Background: an optimization exercise with open tools, aiming at small area, a short achievable clock period and few clock cycles. Do not read the settings as production practice. Function was checked by simulation only, so behaviour that the tests miss may differ from the original. The flow treats the clock pin as an ideal source, which a real chip does not have. Power and IR drop assume default switching activity.

== job 8497 ==
==> flow/design.v (excerpt) <==
module macci(input  wire  clk,
             input  wire  clk_en,
             input  wire  reset,
             input  wire  [7:0]  n,
             input  wire  start,
             output reg   done,
             input  wire  [31:0] dataa,
             input  wire  [31:0] datab,
             output wire  [31:0] result);
  wire        go = start & clk_en;
  reg  [31:0] arn;                 
  reg  [15:0] neg, onen, twon;    
  reg         clr0, clr1, rdp;
  reg  [31:0] ps, pc;
  reg  [31:0] acc;
  reg  [7:0] dq;                  
  wire [7:0] dsum;
  wire [31:0] accg = clr1 ? 32'h0 : acc;
  wire [31:0] s2, c2;
  ...
clock: 11.0 ns
lec_check: 0
abc_area: 1
cap_margin: 20
core_margin: 2
core_utilization: 60
slew_margin: 20
standard.sh (not shown) runs the stock make flow with config.mk's settings and CLKGATE_MAP_FILE= SYNTH_SCRIPT=/design/flow/synth_recipe.tcl, a recipe that flattens the netlist after the stock synthesis.
==> flow/flow/run.sh <==
#!/bin/bash
# The standard layout (standard.sh: the standard flow's synthesis and ORFS's steps, same
# constraints), with these changes to how it is made:
#  - after the standard synthesis, flow/polarity.py removes the inverters that
#    synthesis leaves around full adders (same function, same flip-flops) and
#    the netlist is read in again;
#  - the timing repair steps aim for MARGIN ns of setup slack beyond the
#    constraints instead of 0, so they size the logic for a shorter period;
#  - the port buffers are sky130_fd_sc_hd__buf_1 (every port still gets one);
#  - CTS adds no dummy loads;
#  - after CTS, flow/skew.tcl delays the clock of the internal registers
#    between the multiplier stage and the accumulator stage (ps, pc, dq) by a
#    few clock buffers, moving slack from the second stage to the first.  No
#    register that an input port feeds or that feeds an output port is moved.
# Logs: log_*.log here, and each ORFS step's own log under orfs/logs/.
set -euo pipefail
cd "$(dirname "$0")/.."
MARGIN=7.3
R=orfs/results/$FLOW_PLATFORM/macci/base
KNOBS=("SETUP_SLACK_MARGIN=$MARGIN"
       "BUFFER_PORTS_ARGS=-buffer_cell sky130_fd_sc_hd__buf_1"
       "CTS_ARGS=-sink_clustering_enable -repair_clock_nets -dont_use_dummy_load")
bash standard.sh synth > log_synth.log 2>&1
python3 flow/polarity.py $R/1_2_yosys.v $R/1_2_yosys.pol.v > log_polarity.log 2>&1
cp $R/1_2_yosys.v $R/1_2_yosys.std.v
mv $R/1_2_yosys.pol.v $R/1_2_yosys.v
rm -f $R/1_synth.odb $R/1_synth.sdc
bash standard.sh "${KNOBS[@]}" cts > log_cts.log 2>&1
cp $R/4_cts.odb $R/4_cts.noskew.odb
SKEW_IN=$R/4_cts.noskew.odb SKEW_OUT=$R/4_cts.odb \
  SKEW_BUFS="sky130_fd_sc_hd__clkbuf_1 sky130_fd_sc_hd__clkbuf_1 sky130_fd_sc_hd__clkbuf_2 sky130_fd_sc_hd__clkbuf_8" \
  SKEW_REGS='^(ps|pc|dq)[^a-z]' openroad -exit -no_init flow/skew.tcl > log_skew.log 2>&1
bash standard.sh "${KNOBS[@]}" finish > log_layout.log 2>&1
Other scripts of this flow, unchanged in this note and not shown: flow/flow/polarity.py, flow/flow/skew.tcl
Testbench counts of job 8497, summed over its fixed seeds: cycles 5,395.
For job 3412, these inputs were changed with respect to job 8497:
-- flow/flow/run.sh --
<<< job 8497, line 18
MARGIN=7.3
>>> job 3412, line 18
MARGIN=7.5
-- flow/config.mk --
<<< job 8497, line 11
export CORE_UTILIZATION = 60
>>> job 3412, line 11
export CORE_UTILIZATION = 65
- Looking at job 3412 and job 8497, the final instance count without filler cells is a wash.
- Between job 3412 and job 8497, the utilization after layout is lower for job 8497.
- Against job 8497, wire length the detailed router placed on met1 in job 3412 fell by a few percent.
- Measured against each other, job 3412 and job 8497 differ in number of placed instances, taps included, the lower figure coming from job 3412.
- End point of the critical path: pc[28] -> job 3412, pc[31] -> job 8497
- | power consumption | job 3412 vs job 8497 | worse |
- Comparing job 3412 and job 8497, non-clock buffer count in the final layout is lower on job 8497.
What job 3501 does differently from job 3412 at the input level:
-- flow/flow/run.sh --
<<< job 3412, line 18
MARGIN=7.5
>>> job 3501, line 18
MARGIN=7.3
Results
Between job 3501 and job 3412, the combined flip-flop and latch cell area does not differ in any meaningful way. Taking job 3412 as the reference, in job 3501 wire length of the first global-routing pass down 3.8 mm; worst setup slack flat; total power down about 1.2%. Job 3501 ends up with a number of iterations in the first detailed-routing pass that is 3 lower than in job 3412. Post-placement cell count of job 3501 is on par with job 3412. Relative to job 3412, worst slew margin relative to its limit has decreased by 15 points in job 3501. Job 3501: register fraction of the total cell area higher than job 3412. Part of the cycle the worst path needs of job 3412 is on par with job 3501. Diff job 3412 and job 3501: worst hold slack lower in job 3501.
Input-level comparison between job 4242 and job 3501:
-- flow/flow/run.sh --
<<< job 3501, line 18
MARGIN=7.3
>>> job 4242, line 18
MARGIN=7.1
Results
- Job 4242 vs job 3501: initial detailed-routing violation count down by a little under 10%
- Sort job 4242 and job 3501 by number of resized instances in the post-cts repair step, descending, and job 3501 comes first.
- Compared with job 3501, in job 4242 via count shows a reduction of 543; post-layout total power shows a reduction of 2.3%; wire length shows a reduction of 3.1 mm.
- Lower layout overhead on the synthesized area was reported by job 4242, not job 3501.
- Job 3501 -> job 4242: largest net degree at the start of global routing increased by a few percent
- Compared with job 3501, total half-perimeter wirelength after legalization and detailed placement in job 4242 decreased slightly.
- Relative to job 3501, the fill cell instance count of the final layout of job 4242 is higher by 6.3%.
- Job 4242 vs job 3501 — worst-case vdd ir drop dropped 39 µV.
- Job 4242: via count normalized by instance count is about 1.5% lower than what job 3501 reported.
diff inputs: job 4242 => job 2675
-- flow/flow/run.sh --
<<< job 4242, line 18
MARGIN=7.1
>>> job 2675, line 18
MARGIN=7.4
Results
Compared with job 4242, routed wire length in job 2675 increased by a few percent. Cell count after placement delta (job 2675 -> job 4242): insignificant. Looking at worst setup path endpoint, the pc[31] result is from job 4242; the acc[30] one comes from job 2675. In job 2675, the routed length per placed instance came out 4.5% above the value in job 4242. Row post-layout total power: job 2675 higher / job 4242 lower. In job 2675, the hold slack came out 0.048 ns above the value in job 4242. Job 2675 vs. job 4242: fraction of area in clock buffers and inverters comparable, final area now larger, clock power now smaller, count of clock-buffer cells in the layout comparable. Number of ordinary and repair buffers in the finished layout on job 2675 is up relative to job 4242. The relative contribution of the clock network to total power reported for job 2675 is smaller than that of job 4242 by 0.4 points.


run X:
Another version of the RTL of macci (not shown whole).
Size in the first run: ~1800 cells after synthesis.
Settings: LEC_CHECK=0, ABC_AREA=1, CAP_MARGIN=20, CORE_MARGIN=2, CORE_UTILIZATION=65, SLEW_MARGIN=20; clock period 11.0 ns.
==> flow/flow/run.sh <==
#!/bin/bash
# The standard layout (standard.sh: the standard flow's synthesis and ORFS's steps, same
# constraints), with these changes to how it is made:
#  - after the standard synthesis, flow/polarity.py removes the inverters that
#    synthesis leaves around full adders (same function, same flip-flops) and
#    the netlist is read in again;
#  - the timing repair steps aim for MARGIN ns of setup slack beyond the
#    constraints instead of 0, so they size the logic for a shorter period;
#  - the port buffers are sky130_fd_sc_hd__buf_1 (every port still gets one);
#  - CTS adds no dummy loads;
#  - after CTS, flow/skew.tcl delays the clock of the internal registers
#    between the multiplier stage and the accumulator stage (ps, pc, dq) by a
#    few clock buffers, moving slack from the second stage to the first.  No
#    register that an input port feeds or that feeds an output port is moved.
# Logs: log_*.log here, and each ORFS step's own log under orfs/logs/.
set -euo pipefail
cd "$(dirname "$0")/.."
MARGIN=7.3
R=orfs/results/$FLOW_PLATFORM/macci/base
KNOBS=("SETUP_SLACK_MARGIN=$MARGIN"
       "BUFFER_PORTS_ARGS=-buffer_cell sky130_fd_sc_hd__buf_1"
       "CTS_ARGS=-sink_clustering_enable -repair_clock_nets -dont_use_dummy_load")
bash standard.sh synth > log_synth.log 2>&1
python3 flow/polarity.py $R/1_2_yosys.v $R/1_2_yosys.pol.v > log_polarity.log 2>&1
cp $R/1_2_yosys.v $R/1_2_yosys.std.v
mv $R/1_2_yosys.pol.v $R/1_2_yosys.v
rm -f $R/1_synth.odb $R/1_synth.sdc
bash standard.sh "${KNOBS[@]}" cts > log_cts.log 2>&1
cp $R/4_cts.odb $R/4_cts.noskew.odb
SKEW_IN=$R/4_cts.noskew.odb SKEW_OUT=$R/4_cts.odb \
  SKEW_BUFS="sky130_fd_sc_hd__clkbuf_1 sky130_fd_sc_hd__clkbuf_1 sky130_fd_sc_hd__clkbuf_1 sky130_fd_sc_hd__clkbuf_2 sky130_fd_sc_hd__clkbuf_8" \
  SKEW_REGS='^(ps|pc|dq)[^a-z]' openroad -exit -no_init flow/skew.tcl > log_skew.log 2>&1
bash standard.sh "${KNOBS[@]}" finish > log_layout.log 2>&1
Other scripts of this flow, unchanged in this note and not shown: flow/flow/polarity.py, flow/flow/skew.tcl
Testbench counts of run X, summed over its fixed seeds: cycles 5,395.
Inputs modified between run X and run E:
--- a/flow/flow/run.sh
+++ b/flow/flow/run.sh
@@ -16,5 +16,5 @@
 set -euo pipefail
 cd "$(dirname "$0")/.."
-MARGIN=7.3
+MARGIN=7.4
 R=orfs/results/$FLOW_PLATFORM/macci/base
 KNOBS=("SETUP_SLACK_MARGIN=$MARGIN"
@@ -29,5 +29,5 @@
 cp $R/4_cts.odb $R/4_cts.noskew.odb
 SKEW_IN=$R/4_cts.noskew.odb SKEW_OUT=$R/4_cts.odb \
-  SKEW_BUFS="sky130_fd_sc_hd__clkbuf_1 sky130_fd_sc_hd__clkbuf_1 sky130_fd_sc_hd__clkbuf_1 sky130_fd_sc_hd__clkbuf_2 sky130_fd_sc_hd__clkbuf_8" \
+  SKEW_BUFS="sky130_fd_sc_hd__clkbuf_1 sky130_fd_sc_hd__clkbuf_1 sky130_fd_sc_hd__clkbuf_2 sky130_fd_sc_hd__clkbuf_8" \
   SKEW_REGS='^(ps|pc|dq)[^a-z]' openroad -exit -no_init flow/skew.tcl > log_skew.log 2>&1
 bash standard.sh "${KNOBS[@]}" finish > log_layout.log 2>&1
Going from run X to run E, total of plain and repair buffers excluding clock buffers shrank by 2.4%; number of cells in the finished layout apart from fillers level; post-detailed-placement half-perimeter wirelength dropped 0.39%.
Layout-stage area growth over the synthesis result: run E > run X
Lower count of buffering cells on the critical path with inverters included among run X and run E: run X
Run E vs run X — routing usage on met1 rose 1.3 points.
On clock-pin slew on the worst setup and hold paths, run X and run E are basically level.
Comparing run X and run E, the lower core utilization is on run X.
Fmax: run E higher than run X
From run X to run E the numbers moved as follows: largest net degree at the start of global routing saw an increase, design area has increased.

==> separate check: timing with driven ports <==
In the flow no input, the clock included, has a driving cell. The finished layouts below were timed again as built, in two steps. Step 1: set_driving_cell puts a clkbuf_16 on clk and a buf_2 on each other input, an assumption about the parent block. Step 2, shift: input delay + t, output delay - t, t = (earliest + latest rising clock arrival at the registers) / 2. This alone moves slack from input paths to output paths. Slacks: ideal / step 1 / step 2; pairs: ideal / step 1.
| run | t (ns) | setup WS [ns] | clock arrival spread, ns | worst slew at a driven data input, ns |
|---|---|---|---|---|
| job 8497 | 0.699 | 7.487 / 7.487 / 7.459 | 0.481 / 0.482 | 0.03 |
| job 3412 | 0.690 | 7.584 / 7.584 / 7.294 | 0.464 / 0.464 | 0.04 |
| job 3501 | 0.676 | 7.582 / 7.582 / 7.103 | 0.447 / 0.447 | 0.05 |
| job 4242 | 0.683 | 7.357 / 7.357 / 6.893 | 0.451 / 0.451 | 0.03 |
| job 2675 | 0.702 | 7.559 / 7.559 / 7.443 | 0.486 / 0.487 | 0.04 |
| run X | 0.761 | 7.500 / 7.500 / 7.500 | 0.617 / 0.616 | 0.03 |
| run E | 0.723 | 7.536 / 7.536 / 7.364 | 0.531 / 0.531 | 0.04 |
Clock arrivals are far apart in every run listed, so t is only a midpoint there and step 2 fits no single register. For job 3501, which loses most, drivers alone change the setup slack by 0.000 ns; drivers and shift together by -0.479 ns. Setup slack includes reset recovery checks.
